Background: an optimization exercise with open tools, aiming at small area. Do not read the settings as production practice. The RTL was checked by simulation tests, not by an equivalence proof against the original design.

[flow/design.v]
`timescale 1ns / 1ps
module dflopie #(
    parameter W = 1
) (
    input               clk_i, 
    input               rst_n_i,
    input               en_i,
    input       [W-1:0] data_in, 
    output      [W-1:0] data_out 
);
reg [W-1:0] data_out_reg;
always @(posedge clk_i or negedge rst_n_i) begin
    if(!rst_n_i) begin 
        data_out_reg <= 0;
    end
    else if(en_i) begin 
        data_out_reg <= data_in;
    end
end
assign data_out = data_out_reg;
endmodule
`timescale 1ns / 1ps
module fir_filter #(
    parameter  INPUT_SIGNAL = 8,
    parameter  CO_EFF_WIDTH = 8,
    parameter  OUTPUT_SIGNAL = 16,
    parameter  TAPS          = 7
) (
    input clk_i,
    input rst_n_i,
    input en_i,
    input signed [INPUT_SIGNAL-1:0] noisy_sig_i,
    output reg signed [OUTPUT_SIGNAL-1:0] filtered_res_o
);
reg [7:0] h1, h2, h3, h4, h5, h6;
wire en_n;
fir_inv u_en_n (.a(en_i), .y(en_n));
wire [7:0] h1_d, h2_d, h3_d, h4_d, h5_d, h6_d;
wire [7:0] h1_k, h2_k, h3_k, h4_k, h5_k, h6_k;
fir_nand u_k1[7:0] (.a(en_n), .b(h1), .y(h1_k));
fir_oai u_d1[7:0] (.g(h1_k), .p(en_n), .c(noisy_sig_i), .y(h1_d));
fir_nand u_k2[7:0] (.a(en_n), .b(h2), .y(h2_k));
fir_oai u_d2[7:0] (.g(h2_k), .p(en_n), .c(h1), .y(h2_d));
fir_nand u_k3[7:0] (.a(en_n), .b(h3), .y(h3_k));
fir_oai u_d3[7:0] (.g(h3_k), .p(en_n), .c(h2), .y(h3_d));
fir_nand u_k4[7:0] (.a(en_n), .b(h4), .y(h4_k));
fir_oai u_d4[7:0] (.g(h4_k), .p(en_n), .c(h3), .y(h4_d));
fir_nand u_k5[7:0] (.a(en_n), .b(h5), .y(h5_k));
fir_oai u_d5[7:0] (.g(h5_k), .p(en_n), .c(h4), .y(h5_d));
fir_nand u_k6[7:0] (.a(en_n), .b(h6), .y(h6_k));
fir_oai u_d6[7:0] (.g(h6_k), .p(en_n), .c(h5), .y(h6_d));
always @(posedge clk_i or negedge rst_n_i) begin
    if (!rst_n_i) begin
        h1 <= 8'hff; h2 <= 8'd0; h3 <= 8'hff; h4 <= 8'd0; h5 <= 8'hff; h6 <= 8'd0;
    end else begin
        h1 <= h1_d; h2 <= h2_d; h3 <= h3_d; h4 <= h4_d; h5 <= h5_d; h6 <= h6_d;
    end
end
wire x1;
fir_xor u_x1 (.a(h1[0]), .b(h5[0]), .y(x1));
wire g2;
fir_nor u_g2 (.a(h1[0]), .b(h5[0]), .y(g2));
wire iv3;
fir_inv u_iv3 (.a(g2), .y(iv3));
wire s4, c5;
fir_fa u_s4 (.a(h1[1]), .b(h5[1]), .c(iv3), .s(s4), .co(c5));
wire s6, c7;
fir_fa u_s6 (.a(h1[2]), .b(h5[2]), .c(c5), .s(s6), .co(c7));
wire s8, c9;
fir_fa u_s8 (.a(h1[3]), .b(h5[3]), .c(c7), .s(s8), .co(c9));
wire s10, c11;
fir_fa u_s10 (.a(h1[4]), .b(h5[4]), .c(c9), .s(s10), .co(c11));
wire s12, c13;
fir_fa u_s12 (.a(h1[5]), .b(h5[5]), .c(c11), .s(s12), .co(c13));
wire s14, c15;
fir_fa u_s14 (.a(h1[6]), .b(h5[6]), .c(c13), .s(s14), .co(c15));
wire iv16;
fir_inv u_iv16 (.a(c15), .y(iv16));
wire s17, c18;
fir_fa u_s17 (.a(h1[7]), .b(h5[7]), .c(iv16), .s(s17), .co(c18));
wire x19;
fir_xor u_x19 (.a(h2[0]), .b(h4[0]), .y(x19));
wire g20;
fir_nand u_g20 (.a(h2[0]), .b(h4[0]), .y(g20));
wire iv21;
fir_inv u_iv21 (.a(g20), .y(iv21));
wire s22, c23;
fir_fa u_s22 (.a(h2[1]), .b(h4[1]), .c(iv21), .s(s22), .co(c23));
wire s24, c25;
fir_fa u_s24 (.a(h2[2]), .b(h4[2]), .c(c23), .s(s24), .co(c25));
wire s26, c27;
fir_fa u_s26 (.a(h2[3]), .b(h4[3]), .c(c25), .s(s26), .co(c27));
wire s28, c29;
fir_fa u_s28 (.a(h2[4]), .b(h4[4]), .c(c27), .s(s28), .co(c29));
wire s30, c31;
fir_fa u_s30 (.a(h2[5]), .b(h4[5]), .c(c29), .s(s30), .co(c31));
wire s32, c33;
fir_fa u_s32 (.a(h2[6]), .b(h4[6]), .c(c31), .s(s32), .co(c33));
wire iv34;
fir_inv u_iv34 (.a(c33), .y(iv34));
wire s35, c36;
fir_fa u_s35 (.a(h2[7]), .b(h4[7]), .c(iv34), .s(s35), .co(c36));
wire x37;
fir_xor u_x37 (.a(h6[0]), .b(x1), .y(x37));
wire g38;
fir_nand u_g38 (.a(h6[0]), .b(x1), .y(g38));
wire iv39;
fir_inv u_iv39 (.a(x19), .y(iv39));
wire s40, c41;
fir_fa u_s40 (.a(iv39), .b(x37), .c(noisy_sig_i[0]), .s(s40), .co(c41));
wire iv42;
fir_inv u_iv42 (.a(s40), .y(iv42));
wire s43, c44;
fir_fa u_s43 (.a(h3[0]), .b(g38), .c(s22), .s(s43), .co(c44));
wire s45, c46;
fir_fa u_s45 (.a(h6[1]), .b(noisy_sig_i[1]), .c(c41), .s(s45), .co(c46));
wire iv47;
fir_inv u_iv47 (.a(s45), .y(iv47));
wire s48, c49;
fir_fa u_s48 (.a(s4), .b(s43), .c(iv47), .s(s48), .co(c49));
wire x50;
fir_xor u_x50 (.a(h3[1]), .b(h6[2]), .y(x50));
wire g51;
wire iv52;
fir_inv u_iv52 (.a(h6[2]), .y(iv52));
fir_nor u_g51 (.a(iv52), .b(h3[1]), .y(g51));
wire s53, c54;
fir_fa u_s53 (.a(x50), .b(s6), .c(c44), .s(s53), .co(c54));
wire iv55;
fir_inv u_iv55 (.a(s24), .y(iv55));
wire s56, c57;
fir_fa u_s56 (.a(noisy_sig_i[2]), .b(iv55), .c(c46), .s(s56), .co(c57));
wire iv58;
fir_inv u_iv58 (.a(s56), .y(iv58));
wire s59, c60;
fir_fa u_s59 (.a(s53), .b(iv58), .c(c49), .s(s59), .co(c60));
wire iv61;
fir_inv u_iv61 (.a(h3[2]), .y(iv61));
wire s62, c63;
fir_fa u_s62 (.a(h3[0]), .b(iv61), .c(h6[3]), .s(s62), .co(c63));
wire s64, c65;
fir_fa u_s64 (.a(g51), .b(s62), .c(noisy_sig_i[3]), .s(s64), .co(c65));
wire s66, c67;
fir_fa u_s66 (.a(x1), .b(s8), .c(c54), .s(s66), .co(c67));
wire iv68;
fir_inv u_iv68 (.a(s66), .y(iv68));
wire s69, c70;
fir_fa u_s69 (.a(s64), .b(iv68), .c(c57), .s(s69), .co(c70));
wire iv71;
fir_inv u_iv71 (.a(s69), .y(iv71));
wire s72, c73;
fir_fa u_s72 (.a(s26), .b(iv71), .c(c60), .s(s72), .co(c73));
wire s74, c75;
fir_fa u_s74 (.a(h3[1]), .b(h6[4]), .c(c63), .s(s74), .co(c75));
wire iv76;
fir_inv u_iv76 (.a(s4), .y(iv76));
wire s77, c78;
fir_fa u_s77 (.a(h3[3]), .b(x1), .c(iv76), .s(s77), .co(c78));
wire s79, c80;
fir_fa u_s79 (.a(noisy_sig_i[4]), .b(s74), .c(c65), .s(s79), .co(c80));
wire s81, c82;
fir_fa u_s81 (.a(s10), .b(s28), .c(c67), .s(s81), .co(c82));
wire iv83;
fir_inv u_iv83 (.a(s79), .y(iv83));
wire s84, c85;
fir_fa u_s84 (.a(s77), .b(iv83), .c(s81), .s(s84), .co(c85));
wire iv86;
fir_inv u_iv86 (.a(c70), .y(iv86));
wire s87, c88;
fir_fa u_s87 (.a(iv86), .b(s84), .c(c73), .s(s87), .co(c88));
wire s89, c90;
fir_fa u_s89 (.a(h3[0]), .b(h3[2]), .c(h6[5]), .s(s89), .co(c90));
wire s91, c92;
fir_fa u_s91 (.a(iv39), .b(s4), .c(noisy_sig_i[5]), .s(s91), .co(c92));
wire s93, c94;
fir_fa u_s93 (.a(s89), .b(c75), .c(s6), .s(s93), .co(c94));
wire s95, c96;
fir_fa u_s95 (.a(s91), .b(s93), .c(c80), .s(s95), .co(c96));
wire s97, c98;
fir_fa u_s97 (.a(s12), .b(s30), .c(c82), .s(s97), .co(c98));
wire iv99;
fir_inv u_iv99 (.a(s95), .y(iv99));
wire s100, c101;
fir_fa u_s100 (.a(h3[4]), .b(c78), .c(iv99), .s(s100), .co(c101));
wire s102, c103;
fir_fa u_s102 (.a(s100), .b(c85), .c(s97), .s(s102), .co(c103));
wire x104;
fir_xor u_x104 (.a(s102), .b(c88), .y(x104));
wire g105;
fir_nand u_g105 (.a(s102), .b(c88), .y(g105));
wire s106, c107;
fir_fa u_s106 (.a(h3[1]), .b(h3[3]), .c(h6[6]), .s(s106), .co(c107));
wire iv108;
fir_inv u_iv108 (.a(h3[5]), .y(iv108));
wire s109, c110;
fir_fa u_s109 (.a(iv108), .b(c90), .c(s106), .s(s109), .co(c110));
wire s111, c112;
fir_fa u_s111 (.a(noisy_sig_i[6]), .b(s6), .c(c92), .s(s111), .co(c112));
wire s113, c114;
fir_fa u_s113 (.a(s109), .b(s8), .c(c94), .s(s113), .co(c114));
wire s115, c116;
fir_fa u_s115 (.a(s111), .b(s113), .c(c96), .s(s115), .co(c116));
wire s117, c118;
fir_fa u_s117 (.a(s22), .b(c101), .c(c98), .s(s117), .co(c118));
wire iv119;
fir_inv u_iv119 (.a(s115), .y(iv119));
wire s120, c121;
fir_fa u_s120 (.a(iv119), .b(s14), .c(s32), .s(s120), .co(c121));
wire s122, c123;
fir_fa u_s122 (.a(c103), .b(s117), .c(s120), .s(s122), .co(c123));
wire g124;
wire iv125;
fir_inv u_iv125 (.a(s122), .y(iv125));
fir_nor u_g124 (.a(iv125), .b(g105), .y(g124));
wire x126;
fir_xnor u_x126 (.a(g105), .b(s122), .y(x126));
wire s127, c128;
fir_fa u_s127 (.a(iv61), .b(h3[6]), .c(h6[7]), .s(s127), .co(c128));
wire s129, c130;
fir_fa u_s129 (.a(h3[4]), .b(c107), .c(c110), .s(s129), .co(c130));
wire s131, c132;
fir_fa u_s131 (.a(s127), .b(noisy_sig_i[7]), .c(s24), .s(s131), .co(c132));
wire s133, c134;
fir_fa u_s133 (.a(s129), .b(s8), .c(c112), .s(s133), .co(c134));
wire iv135;
fir_inv u_iv135 (.a(s131), .y(iv135));
wire s136, c137;
fir_fa u_s136 (.a(iv135), .b(s10), .c(c114), .s(s136), .co(c137));
wire s138, c139;
fir_fa u_s138 (.a(s133), .b(s136), .c(c116), .s(s138), .co(c139));
wire s140, c141;
fir_fa u_s140 (.a(s138), .b(s17), .c(s35), .s(s140), .co(c141));
wire s142, c143;
fir_fa u_s142 (.a(c118), .b(c121), .c(c123), .s(s142), .co(c143));
wire g144;
wire iv145;
fir_inv u_iv145 (.a(s142), .y(iv145));
fir_nor u_g144 (.a(iv145), .b(s140), .y(g144));
wire x146;
fir_xnor u_x146 (.a(s140), .b(s142), .y(x146));
wire x147;
fir_xor u_x147 (.a(x146), .b(g124), .y(x147));
wire cy148;
fir_aoi u_cy148 (.g(g144), .p(x146), .c(g124), .y(cy148));
wire s149, c150;
fir_fa u_s149 (.a(h3[3]), .b(h3[5]), .c(h3[7]), .s(s149), .co(c150));
wire s151, c152;
fir_fa u_s151 (.a(c128), .b(s26), .c(c132), .s(s151), .co(c152));
wire s153, c154;
fir_fa u_s153 (.a(s149), .b(c130), .c(s10), .s(s153), .co(c154));
wire iv155;
fir_inv u_iv155 (.a(s151), .y(iv155));
wire s156, c157;
fir_fa u_s156 (.a(iv155), .b(c134), .c(s12), .s(s156), .co(c157));
wire s158, c159;
fir_fa u_s158 (.a(c137), .b(s153), .c(s156), .s(s158), .co(c159));
wire s160, c161;
fir_fa u_s160 (.a(c139), .b(c18), .c(c36), .s(s160), .co(c161));
wire s162, c163;
fir_fa u_s162 (.a(s158), .b(c141), .c(s160), .s(s162), .co(c163));
wire g164;
wire iv165;
fir_inv u_iv165 (.a(s162), .y(iv165));
fir_nand u_g164 (.a(c143), .b(iv165), .y(g164));
wire x166;
fir_xor u_x166 (.a(c143), .b(s162), .y(x166));
wire x167;
fir_xor u_x167 (.a(x166), .b(cy148), .y(x167));
wire cy168;
fir_oai u_cy168 (.g(g164), .p(x166), .c(cy148), .y(cy168));
wire s169, c170;
fir_fa u_s169 (.a(h3[4]), .b(h3[6]), .c(c150), .s(s169), .co(c170));
wire iv171;
fir_inv u_iv171 (.a(s169), .y(iv171));
wire s172, c173;
fir_fa u_s172 (.a(iv171), .b(s28), .c(c152), .s(s172), .co(c173));
wire iv174;
fir_inv u_iv174 (.a(s172), .y(iv174));
wire s175, c176;
fir_fa u_s175 (.a(s12), .b(c154), .c(iv174), .s(s175), .co(c176));
wire s177, c178;
fir_fa u_s177 (.a(s14), .b(c157), .c(s175), .s(s177), .co(c178));
wire s179, c180;
fir_fa u_s179 (.a(c159), .b(c161), .c(s177), .s(s179), .co(c180));
wire g181;
fir_nor u_g181 (.a(c163), .b(s179), .y(g181));
wire x182;
fir_xor u_x182 (.a(c163), .b(s179), .y(x182));
wire x183;
fir_xor u_x183 (.a(x182), .b(cy168), .y(x183));
wire cy184;
fir_aoi u_cy184 (.g(g181), .p(x182), .c(cy168), .y(cy184));
wire iv185;
fir_inv u_iv185 (.a(h3[7]), .y(iv185));
wire s186, c187;
fir_fa u_s186 (.a(h3[5]), .b(iv185), .c(c170), .s(s186), .co(c187));
wire iv188;
fir_inv u_iv188 (.a(s186), .y(iv188));
wire s189, c190;
fir_fa u_s189 (.a(iv188), .b(s30), .c(c173), .s(s189), .co(c190));
wire iv191;
fir_inv u_iv191 (.a(s189), .y(iv191));
wire s192, c193;
fir_fa u_s192 (.a(s14), .b(iv191), .c(c176), .s(s192), .co(c193));
wire iv194;
fir_inv u_iv194 (.a(s17), .y(iv194));
wire s195, c196;
fir_fa u_s195 (.a(iv194), .b(c178), .c(s192), .s(s195), .co(c196));
wire g197;
fir_or u_g197 (.a(c180), .b(s195), .y(g197));
wire x198;
fir_xnor u_x198 (.a(c180), .b(s195), .y(x198));
wire x199;
fir_xor u_x199 (.a(x198), .b(cy184), .y(x199));
wire cy200;
fir_oai u_cy200 (.g(g197), .p(x198), .c(cy184), .y(cy200));
wire iv201;
fir_inv u_iv201 (.a(h3[6]), .y(iv201));
wire s202, c203;
fir_fa u_s202 (.a(iv201), .b(s32), .c(c190), .s(s202), .co(c203));
wire s204, c205;
fir_fa u_s204 (.a(c18), .b(s17), .c(s202), .s(s204), .co(c205));
wire s206, c207;
fir_fa u_s206 (.a(c187), .b(c193), .c(c196), .s(s206), .co(c207));
wire g208;
wire iv209;
fir_inv u_iv209 (.a(s204), .y(iv209));
fir_nor u_g208 (.a(iv209), .b(s206), .y(g208));
wire x210;
fir_xnor u_x210 (.a(s204), .b(s206), .y(x210));
wire x211;
fir_xor u_x211 (.a(x210), .b(cy200), .y(x211));
wire cy212;
fir_aoi u_cy212 (.g(g208), .p(x210), .c(cy200), .y(cy212));
wire s213, c214;
fir_fa u_s213 (.a(h3[7]), .b(c18), .c(c203), .s(s213), .co(c214));
wire iv215;
fir_inv u_iv215 (.a(s35), .y(iv215));
wire s216, c217;
fir_fa u_s216 (.a(iv215), .b(c205), .c(s213), .s(s216), .co(c217));
wire x218;
fir_xor u_x218 (.a(s216), .b(c207), .y(x218));
wire g219;
wire iv220;
fir_inv u_iv220 (.a(c207), .y(iv220));
fir_nor u_g219 (.a(iv220), .b(s216), .y(g219));
wire x221;
fir_xnor u_x221 (.a(x218), .b(cy212), .y(x221));
wire g222;
wire iv223;
fir_inv u_iv223 (.a(x218), .y(iv223));
fir_nor u_g222 (.a(iv223), .b(cy212), .y(g222));
wire iv224;
fir_inv u_iv224 (.a(c36), .y(iv224));
wire s225, c226;
fir_fa u_s225 (.a(iv224), .b(c214), .c(c217), .s(s225), .co(c226));
wire x227;
fir_xor u_x227 (.a(g219), .b(s225), .y(x227));
wire g228;
wire iv229;
fir_inv u_iv229 (.a(g219), .y(iv229));
fir_nor u_g228 (.a(iv229), .b(s225), .y(g228));
wire x230;
fir_xor u_x230 (.a(x227), .b(g222), .y(x230));
wire g231;
fir_nand u_g231 (.a(x227), .b(g222), .y(g231));
wire g232;
wire iv233;
fir_inv u_iv233 (.a(g228), .y(iv233));
fir_nand u_g232 (.a(c226), .b(iv233), .y(g232));
wire x234;
fir_xor u_x234 (.a(c226), .b(g228), .y(x234));
wire x235;
fir_xor u_x235 (.a(x234), .b(g231), .y(x235));
wire cy236;
fir_oai u_cy236 (.g(g232), .p(x234), .c(g231), .y(cy236));
wire iv237;
fir_inv u_iv237 (.a(cy236), .y(iv237));
wire [15:0] y = {iv237, x235, x230, x221, x211, x199, x183, x167, x147, x126, x104, s87, s72, s59, s48, iv42};
always @(posedge clk_i or negedge rst_n_i) begin
    if (!rst_n_i)
        filtered_res_o <= 16'sd0;
    else
        filtered_res_o <= y;
end
endmodule
module fir_aoi (input g, input p, input c, output y);
assign y = ~(g | (p & c));
endmodule
module fir_fa (input a, input b, input c, output s, output co);
assign s = a ^ b ^ c;
assign co = (a & b) | (a & c) | (b & c);
endmodule
module fir_inv (input a, output y);
assign y = ~a;
endmodule
module fir_nand (input a, input b, output y);
assign y = ~(a & b);
endmodule
module fir_nor (input a, input b, output y);
assign y = ~(a | b);
endmodule
module fir_oai (input g, input p, input c, output y);
assign y = ~(g & (p | c));
endmodule
module fir_or (input a, input b, output y);
assign y = a | b;
endmodule
module fir_xnor (input a, input b, output y);
assign y = ~(a ^ b);
endmodule
module fir_xor (input a, input b, output y);
assign y = a ^ b;
endmodule
[flow/flow/run.sh]
#!/bin/bash
# The standard layout (the standard.sh, all ORFS steps), with two changes:
# the port buffers are the smallest buffer cell, and the clock tree uses
# larger sink clusters without dummy loads.
set -euo pipefail
export BUFFER_PORTS_ARGS="-buffer_cell sky130_fd_sc_hd__buf_1"
export CTS_ARGS="-sink_clustering_enable -repair_clock_nets -sink_clustering_size 16 -buf_list {sky130_fd_sc_hd__clkbuf_2 sky130_fd_sc_hd__clkbuf_4} -dont_use_dummy_load"
bash standard.sh > standard.log 2>&1
[flow/standard.sh]
#!/bin/bash
# synth_recipe.tcl (not shown) runs the flow's synth.tcl, then flattens the netlist and writes it again
# the make line also repeats each setting of config.mk as NAME=value (left out here)
make -C /OpenROAD-flow-scripts/flow DESIGN_CONFIG=/design/flow/config.mk WORK_HOME=/design/flow/orfs CLKGATE_MAP_FILE= SYNTH_SCRIPT=/design/flow/synth_recipe.tcl "${@:-finish}"
[flow/config.mk]
export PLATFORM = sky130hd
export DESIGN_NAME = fir_filter
export DESIGN_NICKNAME = fir_filter
export VERILOG_FILES = /design/flow/design.v
export SDC_FILE = /design/flow/constraint.sdc
export NUM_CORES = 4
export LEC_CHECK = 0
export ABC_AREA = 0
export CAP_MARGIN = 20
export CORE_MARGIN = 2
export CORE_UTILIZATION = 70
export SLEW_MARGIN = 20
export SYNTH_HIERARCHICAL = 1
export SYNTH_MINIMUM_KEEP_SIZE = 0
[flow/constraint.sdc]
create_clock -name core_clock -period 7.0 [get_ports {clk_i}]
set_input_delay 1.4000 -clock core_clock [delete_from_list [all_inputs] [get_ports {clk_i}]]
set_output_delay 1.4000 -clock core_clock [all_outputs]
set_load 0.01 [all_outputs]
==> results of run 1 <==
[modules after synthesis (local to each module, per instance)]
module	cell area (um2)	copies in the design	cells inside
fir_aoi	8.76	3	1
fir_fa	20.0	77	1
fir_filter	1630	1	64
fir_inv	3.75	40	1
fir_nand	3.75	54	1
fir_nor	3.75	9	1
fir_oai	5.00	51	1
fir_or	6.26	1	1
fir_xnor	8.76	5	1
fir_xor	8.76	17	1
[per-stage QoR]
step | setup slack [ps] | cells | utilization (%) | hold WS [ps]
2_1_floorplan | 1000 | 321 | - | 446
3_3_place_gp | 771 | 422 | 76.7 | 458
3_5_place_dp | 679 | 422 | 76.7 | 465
4_1_cts | 687 | 431 | 78.0 | 482
5_1_grt | 370 | 431 | 78.0 | 508
6_report | 719 | 431 | 78.0 | 479
[final cells by class]
class / instances / area [um2]
clock buffers: 9 / 67.6
fillers: 349 / 1220
inverters: 40 / 150
multi-input cells: 217 / 2260
flip-flops and latches: 64 / 1630
well taps: 72 / 90.1
repair buffers: 29 / 121
[flip-flops by register name, summed over array words and instances, names as in the netlist]
signal / cells
h3: 8
h6: 8
filtered_res_o: 16
h4: 8
h2: 8
h1: 8
h5: 8
[cell usage in the layout (no fill, tap or decap)]
cell	n
fa_1	77
nand2_1	54
o21ai_1	51
dfrtp_1	40
inv_1	39
buf_1	25
dfstp_2	24
xor2_1	17
nor2_1	9
clkbuf_4	9
xnor2_1	5
a21oi_2	3
buf_4	3
inv_2	1
or2_1	1
clkbuf_2	1
[worst max-delay path, stage by stage (launching register included)]
cell and delay (ps):
dfstp_2 400, nor2_1 100, inv_1 60, fa_1 400, fa_1 400, fa_1 580, fa_1 460, fa_1 490
fa_1 400, fa_1 430, fa_1 440, fa_1 470, xnor2_1 280, a21oi_2 110, o21ai_1 240, a21oi_2 110
o21ai_1 230, a21oi_2 100, nor2_1 170, nand2_1 100, xor2_1 160
[cell families (layout without fill, tap and decap cells)]
logic type | Yosys count | in the layout | synth area share, %
DFF | 64 | 64 | 40.4
AOI/OAI and AO/OA | 54 | 54 | 6.97
xor gates and xnor gates | 22 | 22 | 4.77
and+or+nand+nor | 64 | 64 | 6.01
adders and majority gates | 77 | 77 | 38.2
buffers and inverters | 40 | 78 | 3.72
[layer usage]
layer / vias to the layer above / track usage, %
li1: 1084 / -
met1: 1148 / 37.0
met2: 45 / 36.3
met3: 11 / 4.64
met4: 0 / 11.2
met5: - / 0
[final timing paths]
check	start	endpoint	slack (ps)	depth (start not counted)
worst min-delay path	h2[1]	h3[1]	480	1
max in group asynchronous	rst_n_i	filtered_res_o[4]	5330	2
worst max register to register	h1[0]	filtered_res_o[14]	720	20
worst max-delay path	h1[0]	filtered_res_o[14]	720	20
min in group asynchronous	rst_n_i	h4[1]	1150	2
worst min register to register	h2[1]	h3[1]	480	1
==> flow_metrics.py, run 1 <==
metrics = {
    "yosys": {
        "yosys.area.top_type": "fa_1",
        "synth_area_per_cell_um2": 12.6,
        "ys_async_sr_fraction_pct": 100,
        "synth_edf_count": 0,
        "synthCells": 321,
        "synth_cell_type_count": 11,
        "yosysWarnings": 7,
        "synth-seq-cells": 64,
        "synth-main-ff-cell": "dfrtp_1",
        "yosysSeqAreaShare_pct": 40.4,
        "yosysMostFrequentCell": "fa_1",
        "synth_area_um2": 4040,
        "yosys-top-cells-area": "fa_1, dfrtp_1, dfstp_2",
        "synth_common_cells": "fa_1, nand2_1, o21ai_1",
        "synth_top_area_share_pct": 38.2,
        "syn_nets": 409,
    },
    "status": {
        "outcome": "no timing/DRC/antenna violations",
    },
    "clock_network": {
        "path_clk_slew_ps": 120,
        "ctsHoldBuffers": 0,
        "cts_root_buf": "clkbuf_4",
        "cts_setup_buffers": 0,
        "cts.path.max_buffers": 2,
        "htree_levels": 3,
        "worstSkewPairLatency_ps": 410,
        "cts_sinks": 64,
        "cts_made_buffers": 9,
        "cts_tree": "yes",
        "ctsResizeCount": 0,
    },
    "grt": {
        "grt_first_pass_wirelength_um": 11400,
        "grt_max_degree": 97,
        "gr-total-overflow": 0,
        "antenna_found_initial": 0,
        "grt_pass1_vias": 2383,
        "grt_usage_pct": 24.8,
    },
    "timing": {
        "final_max_slew_viol_count": 0,
        "rsz0062_at_grt": "no",
        "finClkSkew_ps": 45.8,
        "final-hold-violation-count": 0,
        "fmax_mhz": 159,
        "fin_crit_ps": 6280,
        "worst_pin_slew_ps": 849,
        "finalSetupViolations": 0,
        "finalSetupTns_ps": 0,
        "min_period_over_period_pct": 89.7,
        "slew_headroom_pct": 43.4,
    },
    "final_layout": {
        "diodes": 0,
        "areaGrowthSynthToFinish_pct": 6.91,
        "drive_gt1_share_pct": 11.4,
        "num-nets-final": 449,
        "final_area_um2": 4320,
    },
    "placement": {
        "io_buffer_count": 26,
        "place_area_um2": 4250,
        "gp_congestion": 0.875,
        "dp_hpwl_um": 5280,
    },
    "hold_path": {
        "min-delay-path-class": "reg2reg",
    },
    "detailed_routing": {
        "m1WireLength_um": 3040,
        "via_count": 2288,
        "finalWirelength_um": 6420,
        "met3_wirelength_um": 224,
        "drt_iter0_drc": 92,
        "dr_wl_met2_um": 3030,
        "drc": 0,
        "top_layer": "met4",
        "ant_nets": 0,
        "wl_per_cell_um": 14.9,
        "viasPerCell": 5.31,
        "dr.pass1.iters": 4,
    },
    "critical_path": {
        "critical_path_class": "reg2reg",
        "critPathLaunchType": "register",
        "crit_path_end_kind": "register",
        "critical_path_arrival_ps": 6540,
        "crit_path_max_fanout": 4,
        "worstPathRequired_ps": 7260,
    },
    "floorplan": {
        "fp.dieW_um": 80.0,
        "die_area_um2": 6400,
        "die_h_um": 80.0,
        "initial_core_util_pct": 72.9,
        "ioPinCount": 27,
        "rows": 27,
        "core_um2": 5540,
    },
    "run": {
        "cap_violations": 0,
    },
}
==> inputs of run 2 (changes only) <==
==> flow/flow/run.sh (replaced) <==
#!/bin/bash
# The standard layout (the standard.sh, all ORFS steps), with two changes:
# the port buffers are the smallest buffer cell, and the clock tree uses
# larger sink clusters without dummy loads.
set -euo pipefail
export BUFFER_PORTS_ARGS="-buffer_cell sky130_fd_sc_hd__buf_1"
export CTS_ARGS="-sink_clustering_enable -repair_clock_nets -sink_clustering_size 32 -sink_clustering_max_diameter 100 -buf_list sky130_fd_sc_hd__clkbuf_4 -dont_use_dummy_load"
bash standard.sh > standard.log 2>&1
==> flow_metrics.py, run 2 <==
metrics = {
    "timing": {
        "finClkSkew_ps": 45.8,
        "final_max_slew_viol_count": 0,
        "slew_headroom_pct": 43.4,
        "fmax_mhz": 159,
        "worst_pin_slew_ps": 849,
        "fin_crit_ps": 6280,
        "finalSetupViolations": 0,
        "rsz0062_at_grt": "no",
        "finalSetupTns_ps": 0,
        "min_period_over_period_pct": 89.7,
        "final-hold-violation-count": 0,
    },
    "floorplan": {
        "die_h_um": 80.0,
        "fp.dieW_um": 80.0,
        "rows": 27,
        "core_um2": 5540,
        "initial_core_util_pct": 72.9,
        "die_area_um2": 6400,
        "ioPinCount": 27,
    },
    "detailed_routing": {
        "via_count": 2288,
        "wl_per_cell_um": 14.9,
        "finalWirelength_um": 6420,
        "dr.pass1.iters": 4,
        "drt_iter0_drc": 92,
        "viasPerCell": 5.31,
        "drc": 0,
        "ant_nets": 0,
    },
    "final_layout": {
        "drive_gt1_share_pct": 11.4,
        "areaGrowthSynthToFinish_pct": 6.91,
        "final_area_um2": 4320,
        "final_common_cell": "fa_1",
        "diodes": 0,
        "seq_area_um2": 1630,
        "mostFrequentLayoutCells": "fa_1, nand2_1, o21ai_1",
        "num-nets-final": 449,
        "final_cells": 431,
        "nFillCells": 349,
        "fin_util_pct": 78.0,
        "multiInputGateArea_um2": 2260,
        "largest_reg_flops": 16,
        "top_register": "filtered_res_o",
    },
    "yosys": {
        "syn_nets": 409,
        "yosysWarnings": 7,
        "yosys-top-cells-area": "fa_1, dfrtp_1, dfstp_2",
        "synth_top_area_share_pct": 38.2,
        "synth_cell_type_count": 11,
        "synth_fa_ha_area_share_pct": 38.2,
        "synthMuxAreaShare_pct": 0,
        "synth_edf_count": 0,
        "yosys.area.top_type": "fa_1",
        "synth_top_family_by_area": "adder cells",
        "synth-main-ff-cell": "dfrtp_1",
        "synth_area_um2": 4040,
        "synth_common_cells": "fa_1, nand2_1, o21ai_1",
        "yosysMostFrequentCell": "fa_1",
        "synthSimpleGateAreaFrac_pct": 6.01,
        "synth-seq-cells": 64,
        "ys_async_sr_fraction_pct": 100,
        "yosysSeqAreaShare_pct": 40.4,
        "synthCells": 321,
        "synth_area_per_cell_um2": 12.6,
        "synth-compound-area-share_pct": 6.97,
        "synth_xor_area_share_pct": 4.77,
    },
    "critical_path": {
        "critical_path_buf_inv_count": 1,
        "max_stage_delay_ps": 580,
        "r2r-end": "filtered_res_o[14]",
        "cp_cell_sequence": "nor2_1 -> inv_1 -> fa_1 -> fa_1 -> fa_1 -> fa_1 -> fa_1 -> fa_1 -> fa_1 -> fa_1 -> fa_1 -> xnor2_1 -> a21oi_2 -> o21ai_1 -> a21oi_2 -> o21ai_1 -> a21oi_2 -> nor2_1 -> nand2_1 -> xor2_1",
        "critPathLaunchType": "register",
        "worstPathRequired_ps": 7260,
        "rr_startpoint": "h1[0]",
        "cp.depth": 20,
        "critical_path_class": "reg2reg",
        "crit_path_max_fanout": 4,
        "crit_family": "adder cells",
        "rrSetupSlack_ps": 720,
        "cp_common_cell": "fa_1",
        "cpMaxStageDelayCell": "fa_1",
        "critical_path_arrival_ps": 6540,
        "reg2regPathDepth": 20,
        "crit_path_end_kind": "register",
    },
    "run": {
        "cap_violations": 0,
    },
    "clock_network": {
        "cts_tree": "yes",
        "cts_setup_buffers": 0,
        "cts_sinks": 64,
        "cts.path.max_buffers": 2,
        "htree_levels": 3,
        "ctsResizeCount": 0,
        "cts_root_buf": "clkbuf_4",
        "path_clk_slew_ps": 120,
        "ctsHoldBuffers": 0,
        "cts_made_buffers": 9,
        "worstSkewPairLatency_ps": 410,
    },
    "grt": {
        "grt_first_pass_wirelength_um": 11400,
        "grt_usage_pct": 24.8,
        "grt_pass1_vias": 2383,
        "grt_max_degree": 97,
        "antenna_found_initial": 0,
        "gr-total-overflow": 0,
    },
    "placement": {
        "io_buffer_count": 26,
        "dp.cells": 422,
        "dp_hpwl_um": 5280,
        "place_area_um2": 4250,
        "gp_congestion": 0.875,
    },
    "hold_path": {
        "min_path_cells": 1,
        "hold_end": "h3[1]",
        "min-delay-path-class": "reg2reg",
        "min_from": "h2[1]",
    },
    "status": {
        "outcome": "no timing/DRC/antenna violations",
    },
}
run 2: cell counts in the layout (fill, tap and decap cells not counted):
No cell type changed its count.
run 2: logic make-up (layout without fill, tap and decap cells):
family | count (synthesis) | count (layout)
adders and majority gates | 77 | 77
DFF | 64 | 64
and+or+nand+nor | 64 | 64
AOI/OAI and AO/OA | 54 | 54
buffers and inverters | 40 | 78
xor gates and xnor gates | 22 | 22
run 2: through the flow:
step	worst slack (ps)	hold slack (ps)
after global routing	370	508
after floorplan	1000	446
final	719	479
after global placement	771	458
after detailed placement	679	465
after CTS	687	482
run 2: how the worst max path moves through the flow:
| stage | startpoint | end | slack (ps) |
|---|---|---|---|
| detailed placement | noisy_sig_i[3] | filtered_res_o[15] | 680 |
| finish | h1[0] | filtered_res_o[14] | 720 |
| global route | h2[0] | filtered_res_o[15] | 370 |
| CTS | h1[0] | filtered_res_o[15] | 690 |
| global placement | noisy_sig_i[3] | filtered_res_o[15] | 770 |
| floorplan | noisy_sig_i[3] | filtered_res_o[14] | 1000 |
run 2: per-module statistics from Yosys (local to each module, per instance), excerpt:
| module | flops+latches | times used |
|---|---|---|
| fir_oai | 0 | 51 |
| fir_inv | 0 | 40 |
| fir_xnor | 0 | 5 |
| fir_filter | 64 | 1 |
| fir_nor | 0 | 9 |
| fir_xor | 0 | 17 |
run 2: layer usage:
layer,share of wire [%],global-route usage [%],vias up
met2,47,36.3,45
met3,3.5,4.64,11
met4,1.9,11.2,0
met1,47,37.0,1148
li1,-,-,1084
met5,0,0,-
run 2: final cells by class:
| type | instances | area share, % |
|---|---|---|
| timing repair buffer | 29 | 2.81 |
| sequential | 64 | 37.8 |
| clock buffer | 9 | 1.56 |
| multi-input combinational | 217 | 52.3 |
| inverter | 40 | 3.48 |
| tap | 72 | 2.09 |

==> what the ideal ports hide <==
The results above use ideal ports. As a check the final layouts listed here were re-extracted and re-timed, cells and wires unchanged.
Step 1 (the two cells are an assumption about what drives the block):
set clk [get_ports {clk_i}]
set_driving_cell -lib_cell sky130_fd_sc_hd__clkbuf_16 $clk
set_driving_cell -lib_cell sky130_fd_sc_hd__buf_2 [delete_from_list [all_inputs] $clk]
Step 2 moves the port delays by t, midway between the first and last clock arrival at a register: inputs arrive t later, outputs are due t later. That takes back most of the time a late clock gives input paths.
Three values: ideal, step 1, step 2; two values: the first two.
| run | shift t [ns] | setup slack, ns | worst setup path at the end |
|---|---|---|---|
| run 1 | 0.416 | 0.719 / 0.719 / 0.671 | input to register |
| run 2 | 0.416 | 0.719 / 0.719 / 0.671 | input to register |
After both steps every run listed still meets setup and hold.
